From an optimization exercise on the open Yosys and OpenROAD flow, aimed at a short achievable clock period and few clock cycles; shortcuts taken in it are not production practice.
In this exercise RTL edits were held to simulation tests only and were not proved equivalent to the original.

File: flow/config.mk
export PLATFORM = sky130hd
export DESIGN_NAME = cpu
export DESIGN_NICKNAME = cpu
export VERILOG_FILES = /design/flow/design.v
export SDC_FILE = /design/flow/constraint.sdc
export NUM_CORES = 4
export LEC_CHECK = 0
export CAP_MARGIN = 20
export CORE_MARGIN = 2
export CORE_UTILIZATION = 40
export SLEW_MARGIN = 20
File: flow/run.sh
#!/bin/bash
# synth_recipe.tcl (not shown) runs the flow's synth.tcl, then flattens the netlist and writes it again
# the make line also repeats each setting of config.mk as NAME=value (left out here)
make -C /OpenROAD-flow-scripts/flow DESIGN_CONFIG=/design/flow/config.mk WORK_HOME=/design/flow/orfs CLKGATE_MAP_FILE= SYNTH_SCRIPT=/design/flow/synth_recipe.tcl finish
File: flow/design.v
module pc(
    input clk,
    input reset,
    input pcwrite,
    input [7:0] next_pc,
    output reg [7:0] pc
);
    always @ (posedge clk or posedge reset) begin
        if (reset) begin
            pc <= 8'b0;
        end
        else if (pcwrite) begin
            pc <= next_pc;
        end
    end
endmodule
module IF_ID (
    input clk,
    input reset,
    input [18:0] IF_instruction,
    input IF_IDwrite,
    input [7:0] IF_pc_plus_one,
    output reg [7:0] ID_pc_plus_one,
    output reg [18:0] ID_instruction,
    output reg ID_valid
);
    always @(posedge clk or posedge reset) begin
        if (reset) begin
            ID_valid <= 1'b0;
        end
        else if (IF_IDwrite) begin
            ID_valid <= 1'b1;
        end
    end
    always @(posedge clk) begin
        if (IF_IDwrite) begin
            ID_instruction <= IF_instruction;
            ID_pc_plus_one <= IF_pc_plus_one;
        end
    end
endmodule
module control(
    input [4:0] opcode,
    input hazard,
    output reg ID_branch,
    output reg ID_regwrite,
    output reg ID_memtoreg,
    output reg ID_memread,
    output reg ID_memwrite,
    output reg ID_alusrc,
    output reg ID_aluop,
    output reg ID_regdist,
    output reg ID_branchtype,
    output reg ID_push,
    output reg ID_pop,
    output reg ID_ret,
    output reg ID_jump
);
    always @(*) begin
        ID_branch = 1'b0;
        ID_regwrite = 1'b0;
        ID_memtoreg = 1'b0;
        ID_memread = 1'b0;
        ID_memwrite = 1'b0;
        ID_alusrc = 1'b0;
        ID_aluop = 1'b0;
        ID_regdist = 1'b0;
        ID_branchtype = 1'b0;
        ID_push = 1'b0;
        ID_pop = 1'b0;
        ID_ret = 1'b0;
        ID_jump = 1'b0;
        if (!hazard) begin
            case (opcode)
                5'd0: begin
                    ID_regdist = 1'b1;
                    ID_regwrite = 1'b1;
                end
                5'd1: begin
                    ID_regdist = 1'b1;
                    ID_regwrite = 1'b1;
                end
                5'd2: begin
                    ID_jump = 1'b1;
                end
                5'd3: begin
                    ID_branch = 1'b1;
                    ID_branchtype = 1'b0;
                end
                5'd4: begin
                    ID_branch = 1'b1;
                    ID_branchtype = 1'b1;
                end
                5'd5: begin
                    ID_push = 1'b1;
                    ID_jump = 1'b1;
                    ID_regdist = 1'b1;
                    ID_regwrite = 1'b1;
                    ID_alusrc = 1'b1;
                end
                5'd6: begin
                    ID_pop = 1'b1;
                    ID_ret = 1'b1;
                    ID_regdist = 1'b1;
                    ID_regwrite = 1'b1;
                    ID_alusrc = 1'b1;
                end
                5'd7: begin
                    ID_memread = 1'b1;
                    ID_memtoreg = 1'b1;
                    ID_regwrite = 1'b1;
                    ID_alusrc = 1'b1;
                end
                5'd8: begin
                    ID_memwrite = 1'b1;
                    ID_alusrc = 1'b1;
                end
                5'd9: begin
                    ID_regwrite = 1'b1;
                end
                5'd10: begin
                    ID_regwrite = 1'b1;
                    ID_alusrc = 1'b1;
                end
                default: begin
                end
            endcase
        end
    end
endmodule
module reg_file(
    input clk,
    input reset,
    input WB_regwrite,
    input ID_push,
    input ID_pop,
    input [2:0] rs1,
    input [2:0] rs2,
    input [2:0] ws,
    input [18:0] wd,
    output reg [18:0] ID_rd1,
    output reg [18:0] ID_rd2,
    output [2:0] sp
);
    integer i;
    reg [2:0] SP;
    reg [18:0] register_file[0:7];
    assign sp = SP;
    always @(*) begin
        if (WB_regwrite && (ws == rs1))
            ID_rd1 = wd;
        else
            ID_rd1 = register_file[rs1];
        if (WB_regwrite && (ws == rs2))
            ID_rd2 = wd;
        else
            ID_rd2 = register_file[rs2];
    end
    always @(posedge clk or posedge reset) begin
        if (reset) begin
            for (i=0;i<8;i=i+1) begin
                register_file[i] <= 19'd0;
            end
            SP <= 3'd7;
        end else begin
            if (WB_regwrite) begin
                register_file[ws] <= wd;
            end
            if (ID_push) begin
                SP <= SP - 3'd1;
            end
            else if (ID_pop) begin
                SP <= SP + 3'd1;
            end
        end
    end
endmodule
module comparator (
    input [18:0] ID_rd1,
    input [18:0] ID_rd2,
    output reg zero
);
    always @(*) begin
        if (ID_rd1 == ID_rd2) begin
            zero = 1'b1;
        end
        else begin
            zero = 1'b0;
        end
    end
endmodule
module ID_EX(
    input clk,
    input reset,
    input [4:0] ID_opcode,
    input ID_regwrite,
    input ID_memtoreg,
    input ID_memread,
    input ID_memwrite,
    input ID_alusrc,
    input ID_aluop,
    input ID_regdist,
    input [7:0] ID_immediate,
    input [2:0] ID_rs,
    input [2:0] ID_rt,
    input [2:0] ID_rd,
    input [18:0] ID_rd1,
    input [18:0] ID_rd2,
    output reg [4:0] EX_opcode,
    output reg EX_regwrite,
    output reg EX_memtoreg,
    output reg EX_memread,
    output reg EX_memwrite,
    output reg EX_alusrc,
    output reg EX_aluop,
    output reg EX_regdist,
    output reg [7:0] EX_immediate,
    output reg [2:0] EX_rs,
    output reg [2:0] EX_rt,
    output reg [2:0] EX_rd,
    output reg [18:0] EX_rd1,
    output reg [18:0] EX_rd2
);
    always @(posedge clk or posedge reset) begin
        if (reset) begin
            EX_regwrite <= 1'b0;
            EX_memread <= 1'b0;
            EX_memwrite <= 1'b0;
        end
        else begin
            EX_regwrite <= ID_regwrite;
            EX_memread <= ID_memread;
            EX_memwrite <= ID_memwrite;
        end
    end
    always @(posedge clk) begin
        EX_opcode <= ID_opcode;
        EX_memtoreg <= ID_memtoreg;
        EX_alusrc <= ID_alusrc;
        EX_aluop <= ID_aluop;
        EX_regdist <= ID_regdist;
        EX_immediate <= ID_immediate;
        EX_rs <= ID_rs;
        EX_rt <= ID_rt;
        EX_rd <= ID_rd;
        EX_rd1 <= ID_rd1;
        EX_rd2 <= ID_rd2;
    end
endmodule
module alu_mux(
    input [1:0] sel,
    input [18:0] EX_data,
    input [18:0] MEM_data,
    input [18:0] WB_data,
    output reg [18:0] in
);
    always @(*) begin
        case (sel)
            2'b00 : in = EX_data;
            2'b01 : in = MEM_data;
            2'b10 : in = WB_data;
            default: in = 19'd0;
        endcase
    end
endmodule
module alu_control (
    input [4:0] opcode,
    input [4:0] funct,
    output reg [4:0] operation
);
    always @(*) begin
        case (opcode)
            5'd0: operation = funct;
            5'd1: operation = funct;
            5'd9: operation = funct;
            5'd10: operation = 5'd12;
            5'd8: operation = 5'd12;
            5'd7: operation = 5'd12;
            5'd5: operation = 5'd12;
            5'd6: operation = 5'd12;
            default: operation = 5'd0;
        endcase
    end
endmodule
module alu (
    input [18:0] in1,
    input [18:0] in2,
    input [4:0] alu_ctrl,
    output reg [18:0] EX_out
);
    always @(*) begin
        case (alu_ctrl)
            5'd0: EX_out = in1 + in2;
            5'd1: EX_out = in1 - in2;
            5'd2: EX_out = in1 * in2;
            5'd3: EX_out = (in2 == 19'd0) ? 19'd0 : in1 / in2;
            5'd4: EX_out = in1 + 1;
            5'd5: EX_out = in1 - 1;
            5'd6: EX_out = in1 & in2;
            5'd7: EX_out = in1 | in2;
            5'd8: EX_out = in1 ^ in2;
            5'd9: EX_out = ~in1;
            5'd10: EX_out = in1 ^ 19'b0011001010111010110;  
            5'd11: EX_out = in1 ^ 19'b0011001010111010110;
            5'd12: EX_out = in2;
            default: EX_out = 19'd0;
        endcase
    end
endmodule
module EX_MEM (
    input clk,
    input reset,
    input EX_regwrite,
    input EX_memtoreg,
    input EX_memread,
    input EX_memwrite,
    input [18:0] EX_out,
    input [18:0] EX_wdata,
    input [2:0] EX_rd,
    output reg MEM_regwrite,
    output reg MEM_memtoreg,
    output reg MEM_memread,
    output reg MEM_memwrite,
    output reg [18:0] MEM_out,
    output reg [18:0] MEM_wdata,
    output reg [2:0] MEM_rd
);
    always @(posedge clk or posedge reset) begin
        if (reset) begin
            MEM_regwrite <= 1'b0;
            MEM_memread <= 1'b0;
            MEM_memwrite <= 1'b0;
        end
        else begin
            MEM_regwrite <= EX_regwrite;
            MEM_memread <= EX_memread;
            MEM_memwrite <= EX_memwrite;
        end
    end
    always @(posedge clk) begin
        MEM_memtoreg <= EX_memtoreg;
        MEM_out <= EX_out;
        MEM_wdata <= EX_wdata;
        MEM_rd <= EX_rd;
    end
endmodule
module MEM_WB (
    input clk,
    input reset,
    input MEM_regwrite,
    input MEM_memtoreg,
    input [18:0] MEM_rdata,
    input [18:0] MEM_out,
    input [2:0] MEM_rd,
    output reg WB_regwrite,
    output reg WB_memtoreg,
    output reg [18:0] WB_rdata,
    output reg [18:0] WB_out,
    output reg [2:0] WB_rd
);
always @(posedge clk or posedge reset) begin
    if (reset) begin
        WB_regwrite <= 1'b0;
    end
    else begin
        WB_regwrite <= MEM_regwrite;
    end
end
always @(posedge clk) begin
    WB_memtoreg <= MEM_memtoreg;
    WB_rdata <= MEM_rdata;
    WB_out <= MEM_out;
    WB_rd <= MEM_rd;
end
endmodule
module forwarding_unit (
    input [2:0] EX_rs,
	input [2:0] EX_rt,
	input [2:0] MEM_rd,
	input [2:0] WB_rd,
	input MEM_regwrite,
	input WB_regwrite,
	output reg [1:0] mux_in1,
	output reg [1:0] mux_in2
);
    always @ (*) begin
	    mux_in1 = 2'b00;
		mux_in2 = 2'b00;
		if ((MEM_rd == EX_rs) && (MEM_regwrite)) begin
		    mux_in1 =2'b01;
		end
		if ((MEM_rd == EX_rt) && (MEM_regwrite)) begin
		    mux_in2 =2'b01;
		end
		if (((WB_rd == EX_rs) && (WB_regwrite)) && ~((MEM_rd == EX_rs) && (MEM_regwrite))) begin
            mux_in1 = 2'b10;
        end
		if (((WB_rd == EX_rt) && (WB_regwrite)) && ~((MEM_rd == EX_rt) && (MEM_regwrite))) begin
            mux_in2 = 2'b10;
        end
	end 
endmodule
module hazard_detection(
    input reset,
    input EX_memread,
    input [2:0] EX_rt,
    input [2:0] ID_rt,
    input [2:0] ID_rs,
    input ID_reads_early,
    input [2:0] ID_ra1,
    input [2:0] ID_ra2,
    input EX_regwrite,
    input [2:0] EX_dest,
    input MEM_regwrite,
    input [2:0] MEM_rd,
    output reg hazard,
    output reg IF_IDwrite,
    output reg PCwrite
);
    wire early_hazard;
    assign early_hazard = ID_reads_early &&
        ((EX_regwrite && ((EX_dest == ID_ra1) || (EX_dest == ID_ra2))) ||
         (MEM_regwrite && ((MEM_rd == ID_ra1) || (MEM_rd == ID_ra2))));
    always @ (*) begin
        if (reset) begin
            hazard = 1'b0;
            IF_IDwrite = 1'b1;
            PCwrite = 1'b1;
        end
        else if ((EX_memread && ((EX_rt == ID_rt) || (EX_rt == ID_rs))) || early_hazard) begin
            hazard = 1'b1;
            IF_IDwrite = 1'b0;
            PCwrite = 1'b0;
        end
        else begin
            hazard = 1'b0;
            IF_IDwrite = 1'b1;
            PCwrite = 1'b1;
        end
    end
endmodule
module cpu(
    input clk,
    input reset,
    output [7:0] imem_addr,
    input [18:0] imem_data,
    output [7:0] dmem_addr,
    output [18:0] dmem_wdata,
    output dmem_we,
    input [18:0] dmem_rdata,
    output rf_we,
    output [2:0] rf_waddr,
    output [18:0] rf_wdata
);
    wire [7:0] ret_mux_pc;
    wire [7:0] pc;
    wire pcwrite;
    wire IF_IDwrite;
    wire hazard;
    wire WB_regwrite;
    pc pc_cpu (
        .clk(clk),
        .reset(reset),
        .pcwrite(pcwrite),
        .next_pc(ret_mux_pc),
        .pc(pc)
    );
    wire [18:0] IF_instruction;
    assign imem_addr = pc;
    assign IF_instruction = imem_data;
    wire [7:0] IF_pc_plus_one;
    assign IF_pc_plus_one = pc + 8'd1;
    wire [7:0] ID_pc_plus_one;
    wire [18:0] ID_instruction;
    wire ID_valid;
    wire branch_signal;
    IF_ID IF_ID_cpu (
        .clk(clk),
        .reset(reset),
        .IF_instruction(IF_instruction),
        .IF_IDwrite(IF_IDwrite),
        .IF_pc_plus_one(IF_pc_plus_one),
        .ID_pc_plus_one(ID_pc_plus_one),
        .ID_instruction(ID_instruction),
        .ID_valid(ID_valid)
    );
    wire ID_branch, ID_regwrite, ID_memtoreg, ID_memread, ID_memwrite, ID_alusrc, ID_aluop;
    wire ID_regdist, ID_branchtype, ID_push, ID_pop, ID_ret, ID_jump;
    control control_cpu(
        .opcode(ID_instruction[18:14]),
        .hazard(hazard | ~ID_valid),
        .ID_branch(ID_branch),
        .ID_regwrite(ID_regwrite),
        .ID_memtoreg(ID_memtoreg),
        .ID_memread(ID_memread),
        .ID_memwrite(ID_memwrite),
        .ID_alusrc(ID_alusrc),
        .ID_aluop(ID_aluop),
        .ID_regdist(ID_regdist),
        .ID_branchtype(ID_branchtype),
        .ID_push(ID_push),
        .ID_pop(ID_pop),
        .ID_ret(ID_ret),
        .ID_jump(ID_jump)
    );
    wire [18:0] wd;
    wire [18:0] ID_rd1, ID_rd2;
    wire [2:0] ws;
    wire [2:0] sp;
    wire ID_is_ret = (ID_instruction[18:14] == 5'd6);
    wire ID_is_call = (ID_instruction[18:14] == 5'd5);
    wire [2:0] ID_ra1 = ID_is_ret ? (sp + 3'd1) : ID_instruction[13:11];
    wire [2:0] ID_ra2 = ID_instruction[10:8];
    reg_file reg_file_cpu(
        .clk(clk),
        .reset(reset),
        .WB_regwrite(WB_regwrite),
        .ID_push(ID_push),
        .ID_pop(ID_pop),
        .rs1(ID_ra1),
        .rs2(ID_ra2),
        .ws(ws),
        .wd(wd),
        .ID_rd1(ID_rd1),
        .ID_rd2(ID_rd2),
        .sp(sp)
    );
    wire zero;
    comparator comparator_cpu(
        .ID_rd1(ID_rd1),
        .ID_rd2(ID_rd2),
        .zero(zero)
    );
    wire zero_flag;
    assign zero_flag = (ID_branchtype) ? ~zero : zero;
    assign branch_signal = ID_branch && zero_flag;
    wire [7:0] branch_mux_pc;
    assign branch_mux_pc = (branch_signal) ? ID_instruction[7:0] : IF_pc_plus_one;
    wire [7:0] jump_mux_pc;
    assign jump_mux_pc = (ID_jump) ? ID_instruction[7:0] : branch_mux_pc;
    assign ret_mux_pc = (ID_ret) ? ID_rd1[7:0] : jump_mux_pc;
    wire [7:0] ID_immediate = ID_is_call ? ID_pc_plus_one :
                              (ID_is_ret ? 8'd0 : ID_instruction[7:0]);
    wire [2:0] ID_rd = ID_is_call ? sp :
                       (ID_is_ret ? (sp + 3'd1) : ID_instruction[7:5]);
    wire EX_regwrite, EX_memtoreg, EX_memread, EX_memwrite, EX_alusrc, EX_aluop, EX_regdist;
    wire [7:0] EX_immediate;
    wire [2:0] EX_rs, EX_rt, EX_rd;
    wire [18:0] EX_rd1, EX_rd2;
    wire [4:0] EX_opcode;
    ID_EX ID_EX_cpu(
        .clk(clk),
        .reset(reset),
        .ID_opcode(ID_instruction[18:14]),
        .ID_regwrite(ID_regwrite),
        .ID_memtoreg(ID_memtoreg),
        .ID_memread(ID_memread),
        .ID_memwrite(ID_memwrite),
        .ID_alusrc(ID_alusrc),
        .ID_aluop(ID_aluop),
        .ID_regdist(ID_regdist),
        .ID_immediate(ID_immediate),
        .ID_rs(ID_instruction[13:11]),
        .ID_rt(ID_instruction[10:8]),
        .ID_rd(ID_rd),
        .ID_rd1(ID_rd1),
        .ID_rd2(ID_rd2),
        .EX_opcode(EX_opcode),
        .EX_regwrite(EX_regwrite),
        .EX_memtoreg(EX_memtoreg),
        .EX_memread(EX_memread),
        .EX_memwrite(EX_memwrite),
        .EX_alusrc(EX_alusrc),
        .EX_aluop(EX_aluop),
        .EX_regdist(EX_regdist),
        .EX_immediate(EX_immediate),
        .EX_rs(EX_rs),
        .EX_rt(EX_rt),
        .EX_rd(EX_rd),
        .EX_rd1(EX_rd1),
        .EX_rd2(EX_rd2)
    );
    wire [1:0] sel1, sel2;
    wire [18:0] in1, EX_in2_mux, in2;
    wire [18:0] MEM_out;
    alu_mux alu_mux_in1(
        .sel(sel1),
        .EX_data(EX_rd1),
        .MEM_data(MEM_out),
        .WB_data(wd),
        .in(in1)
    );
    alu_mux alu_mux_in2(
        .sel(sel2),
        .EX_data(EX_rd2),
        .MEM_data(MEM_out),
        .WB_data(wd),
        .in(EX_in2_mux)
    );
    wire [18:0] extended_EX_immediate;
    assign extended_EX_immediate = { 11'b0, EX_immediate};
    assign in2 = (EX_alusrc) ? extended_EX_immediate : EX_in2_mux;
    wire [4:0] alu_ctrl;
    alu_control alu_control_cpu(
        .opcode(EX_opcode),
        .funct(EX_immediate[4:0]),
        .operation(alu_ctrl)
    );
    wire [18:0] EX_out;
    alu alu_cpu(
        .in1(in1),
        .in2(in2),
        .alu_ctrl(alu_ctrl),
        .EX_out(EX_out)
    );
    wire [2:0] EX_rd_muxed;
    assign EX_rd_muxed = (EX_regdist) ? EX_rd : EX_rt;
    wire MEM_regwrite, MEM_memtoreg, MEM_memread, MEM_memwrite;
    wire [18:0] MEM_wdata;
    wire [2:0] MEM_rd;
    EX_MEM EX_MEM_cpu (
        .clk(clk),
        .reset(reset),
        .EX_regwrite(EX_regwrite),
        .EX_memtoreg(EX_memtoreg),
        .EX_memread(EX_memread),
        .EX_memwrite(EX_memwrite),
        .EX_out(EX_out),
        .EX_wdata(EX_in2_mux),
        .EX_rd(EX_rd_muxed),
        .MEM_regwrite(MEM_regwrite),
        .MEM_memtoreg(MEM_memtoreg),
        .MEM_memread(MEM_memread),
        .MEM_memwrite(MEM_memwrite),
        .MEM_out(MEM_out),
        .MEM_wdata(MEM_wdata),
        .MEM_rd(MEM_rd)
    );
    wire [18:0] MEM_rdata;
    assign dmem_addr = MEM_out[7:0];
    assign dmem_wdata = MEM_wdata;
    assign dmem_we = MEM_memwrite;
    assign MEM_rdata = dmem_rdata;
    wire WB_memtoreg;
    wire [18:0] WB_rdata, WB_out;
    wire [2:0] WB_rd;
    MEM_WB MEM_WB_cpu(
        .clk(clk),
        .reset(reset),
        .MEM_regwrite(MEM_regwrite),
        .MEM_memtoreg(MEM_memtoreg),
        .MEM_rdata(MEM_rdata),
        .MEM_out(MEM_out),
        .MEM_rd(MEM_rd),
        .WB_regwrite(WB_regwrite),
        .WB_memtoreg(WB_memtoreg),
        .WB_rdata(WB_rdata),
        .WB_out(WB_out),
        .WB_rd(WB_rd)
    );
    assign ws = WB_rd;
    assign wd = (WB_memtoreg) ? WB_rdata : WB_out;
    assign rf_we = WB_regwrite;
    assign rf_waddr = WB_rd;
    assign rf_wdata = wd;
    forwarding_unit forwarding_unit_cpu(
        .EX_rs(EX_rs),
        .EX_rt(EX_rt),
        .MEM_rd(MEM_rd),
        .WB_rd(WB_rd),
        .MEM_regwrite(MEM_regwrite),
        .WB_regwrite(WB_regwrite),
        .mux_in1(sel1),
        .mux_in2(sel2)
    );
    wire ID_reads_early = ID_valid && ((ID_instruction[18:14] == 5'd3) ||
                          (ID_instruction[18:14] == 5'd4) || ID_is_ret);
    hazard_detection hazard_detection_cpu(
        .reset(reset),
        .EX_memread(EX_memread),
        .EX_rt(EX_rt),
        .ID_rs(ID_instruction[13:11]),
        .ID_rt(ID_instruction[10:8]),
        .ID_reads_early(ID_reads_early),
        .ID_ra1(ID_ra1),
        .ID_ra2(ID_ra2),
        .EX_regwrite(EX_regwrite),
        .EX_dest(EX_rd_muxed),
        .MEM_regwrite(MEM_regwrite),
        .MEM_rd(MEM_rd),
        .hazard(hazard),
        .IF_IDwrite(IF_IDwrite),
        .PCwrite(pcwrite)
    );
endmodule
File: flow/constraint.sdc
create_clock -name core_clock -period 38.0 [get_ports {clk}]
set_input_delay 7.6000 -clock core_clock [delete_from_list [all_inputs] [get_ports {clk}]]
set_output_delay 7.6000 -clock core_clock [all_outputs]
set_load 0.01 [all_outputs]
==> results.txt <==
synth_stat cells, drive strengths merged (30+ instances only):
cell,number
nand3,108
a31oi,39
a221oi,31
o31ai,33
mux2i,75
o21a,81
ha,319
nand2b,30
nand2,394
fa,124
and2,39
clkbuf,185
buf,39
nor2,439
o21ai,318
a21oi,250
mux2,62
nor3,114
dfrtp,167
o211ai,34
o221ai,38
dfxtp,157
xor2,47
inv,334
xnor2,142
a21o,60
logic make-up (layout without fill, tap and decap cells):
| family | after synthesis | count (layout) | synth area share |
|---|---|---|---|
| flip-flops | 354 | 354 | 0.2446 |
| AND/OR/NAND/NOR | 1301 | 1301 | 0.1749 |
| adder cells (fa/ha/maj) | 443 | 443 | 0.1928 |
| AO/OA/AOI/OAI | 1129 | 1129 | 0.2197 |
| buffers and inverters | 564 | 813 | 0.06477 |
| multiplexers | 151 | 151 | 0.05288 |
| XOR/XNOR | 189 | 189 | 0.05031 |
layout make-up:
type / instances / area [um2]
clock buffer: 55 / 1159
clock inverter: 21 / 214.0
fill: 8115 / 43640
inverter: 340 / 1281
multi-input combinational: 3213 / 24200
sequential: 354 / 8235
tap: 1080 / 1351
timing repair buffer: 397 / 3346
per-layer routing:
metal	global-route usage	vias up	part of all wire
met2	0.4839	1467	0.46
met4	0.1369	6	0.051
met1	0.3773	15710	0.41
met5	0	-	0.00034
met3	0.05279	357	0.081
li1	-	15050	-
repair_timing:
action / 4_1_cts / 5_1_grt
setup endpoints to repair: 1 / 2
buffers inserted: 5 / 78
cloned: 0 / 2
resized for setup: 37 / 195
hold buffers: 0 / 0
pin swaps: 9 / 135
worst max path at each step:
stage                         from  cells after the start                     to  slack [ns]
3_3_place_gp    ID_EX_cpu.EX_rt[2]                    186  EX_MEM_cpu.MEM_out[0]        0.12
2_1_floorplan   ID_EX_cpu.EX_rt[0]                    203  EX_MEM_cpu.MEM_out[0]        0.03
5_1_grt         ID_EX_cpu.EX_rt[0]                    191  EX_MEM_cpu.MEM_out[0]       -0.41
6_report       MEM_WB_cpu.WB_rd[2]                    189  EX_MEM_cpu.MEM_out[0]        1.64
3_5_place_dp    ID_EX_cpu.EX_rt[2]                    183  EX_MEM_cpu.MEM_out[0]       -0.76
4_1_cts         ID_EX_cpu.EX_rt[0]                    182  EX_MEM_cpu.MEM_out[0]        0.01
through the flow:
step	TNS [ns]	area, um2	setup slack (ns)
3_5_place_dp	-0.7578	36800	-0.7578
2_1_floorplan	0	33680	0.03489
4_1_cts	0	38360	0.01054
5_1_grt	-0.4140	39780	-0.4140
3_3_place_gp	0	36800	0.1198
6_report	0	39780	1.638
state kept, by name, summed over array words and instances, names as in the netlist, 3 cells and up, named ones only:
name	count
reg_file_cpu.register_file	152
EX_MEM_cpu.MEM_out	19
EX_MEM_cpu.MEM_wdata	19
ID_EX_cpu.EX_rd1	19
ID_EX_cpu.EX_rd2	19
IF_ID_cpu.ID_instruction	19
MEM_WB_cpu.WB_out	19
MEM_WB_cpu.WB_rdata	19
ID_EX_cpu.EX_immediate	8
IF_ID_cpu.ID_pc_plus_one	8
pc_cpu.pc	8
ID_EX_cpu.EX_opcode	5
EX_MEM_cpu.MEM_rd	3
ID_EX_cpu.EX_rd	3
ID_EX_cpu.EX_rs	3
ID_EX_cpu.EX_rt	3
MEM_WB_cpu.WB_rd	3
reg_file_cpu.SP	3
==> impl_metrics.tcl <==
set metrics [dict create \
    cp_data_required_time_ns 38.45 \
    dpl.hpwl_um 96010 \
    synth_edf_count 27 \
    min-delay-start "EX_MEM_cpu.MEM_memtoreg" \
    ys_ff_latch 354 \
    die-area_um2 86270 \
    first_iter_violations 3053 \
    start_util 0.4025 \
    synth_top_area_cell "dfrtp_1" \
    viasPerCell 5.969 \
    ys.flop_type "dfrtp_1" \
    cap_viol_max_count 0 \
    area_growth_pct 18.50 \
    hold_viol 0 \
    reg2regPathDepth 189 \
    core_area_um2 83420 \
    grt.total_usage 0.2951 \
    synth_area_per_cell_um2 8.127 \
    critPathSlowestCell "dfxtp_4" \
    synth-async-reset-ratio 0.4802 \
    fin_crit_ns 36.36 \
    max_freq_ghz 0.02750 \
    clockBufferDepth 3 \
    clockRootBuffer "clkbuf_16" \
    synth_nets 4614 \
    crit_path_start_kind "flip-flop" \
    holdWs_ns 0.3265 \
    netlist_area_um2 33570 \
    yosys_warnings 14 \
    vias 32590 \
    cts_buffers 41 \
    seq_area_frac_synth 0.2446 \
    syn_inst 4131 \
    hold_path_end "MEM_WB_cpu.WB_memtoreg" \
    grt_pass1_wl_um 194800 \
    crit_family "compound AO/OA/AOI/OAI gates" \
    die_x_um 293.7 \
    nets 4830 \
    synth.top_cell.area_share 0.1245 \
    final_max_slew_viol_count 0 \
    drc 0 \
    worstMarginPinSlew_ns 1.107 \
    fin_worst_skew_ns 0.03229 \
    rr_startpoint "MEM_WB_cpu.WB_rd[2]" \
    row_count 106 \
    final_common_cell "nor2_1" \
    cp_data_arrival_time_ns 36.81 \
    die_height_um 293.7 \
    antenna_found_initial 9 \
    hold_depth 0 \
    postRouteAntennaNets 0 \
    dp.cells 5298 \
    port-buffer-count 98 \
    crit_type "flip-flop to flip-flop" \
    grt_max_degree 77 \
    diodes 0 \
    pin_count 99 \
    path_buf_inv 9 \
    synth_area_leaders "dfrtp_1, ha_1, dfxtp_1" \
    grt_pass1_vias 31200 \
    worstReg2RegEnd "EX_MEM_cpu.MEM_out[0]" \
    r2r_setup_slack_ns 1.64 \
    cp_max_fo 8 \
    drive_gt1_frac 0.1521 \
    cts.clk_slew.worst_paths_ns 0.08 \
    relSlewSlack 0.2618 \
    crit_top_cell "o21a_1" \
    instances_no_fill 5460 \
    gr-total-overflow 0 \
    hold_class "flip-flop to flip-flop" \
    place.gp.congestion 0.9951 \
    max_stage_delay_ns 0.37 \
    dr.pass1.iters 8 \
    detail_route.wl_per_cell_um 24.05 \
    fin_util 0.4769 \
    finalSetupViolCount 0 \
    clkLatencyLatePin_ns 0.60 \
    status "finished clean" \
    wl_um 131300 \
    final_cell_mix "nor2_1, nand2_1, inv_1, ha_1, buf_4" \
    synth_cell_types 98 \
    fin_crit_sh 0.9569 \
    clock_sinks 354 \
    cts_htree_levels 2 \
    cts_tree "built" \
    cp-end-kind "flip-flop" \
]
Testbench counts, summed over its fixed seeds: cycles 12,611.

port drivers added, routing unchanged:
Ports are ideal in the flow. The routed layout listed here was re-timed in OpenROAD.
Step 1: set_driving_cell puts a clkbuf_16 on clk and a buf_2 on each other input, an assumption about the parent block.
Step 2 times the ports against the registers' clock, not the clock port: input delays grow and output delays shrink by t, the midpoint of the rising clock arrivals with the driver on.
a / b / c = ideal ports / drivers / drivers and shift; a / b = the first two.
t (ns): 0.635
setup slack, ns: 1.638 / 1.638 / 1.638
clock arrival spread, ns: 0.034 / 0.034
worst data-port slew with drivers (ns): 0.06
pins driven straight from the clock port: 1
After both steps setup and hold are still met in this run. For this run, drivers alone change the setup slack by 0.000 ns; drivers and shift together by 0.000 ns.
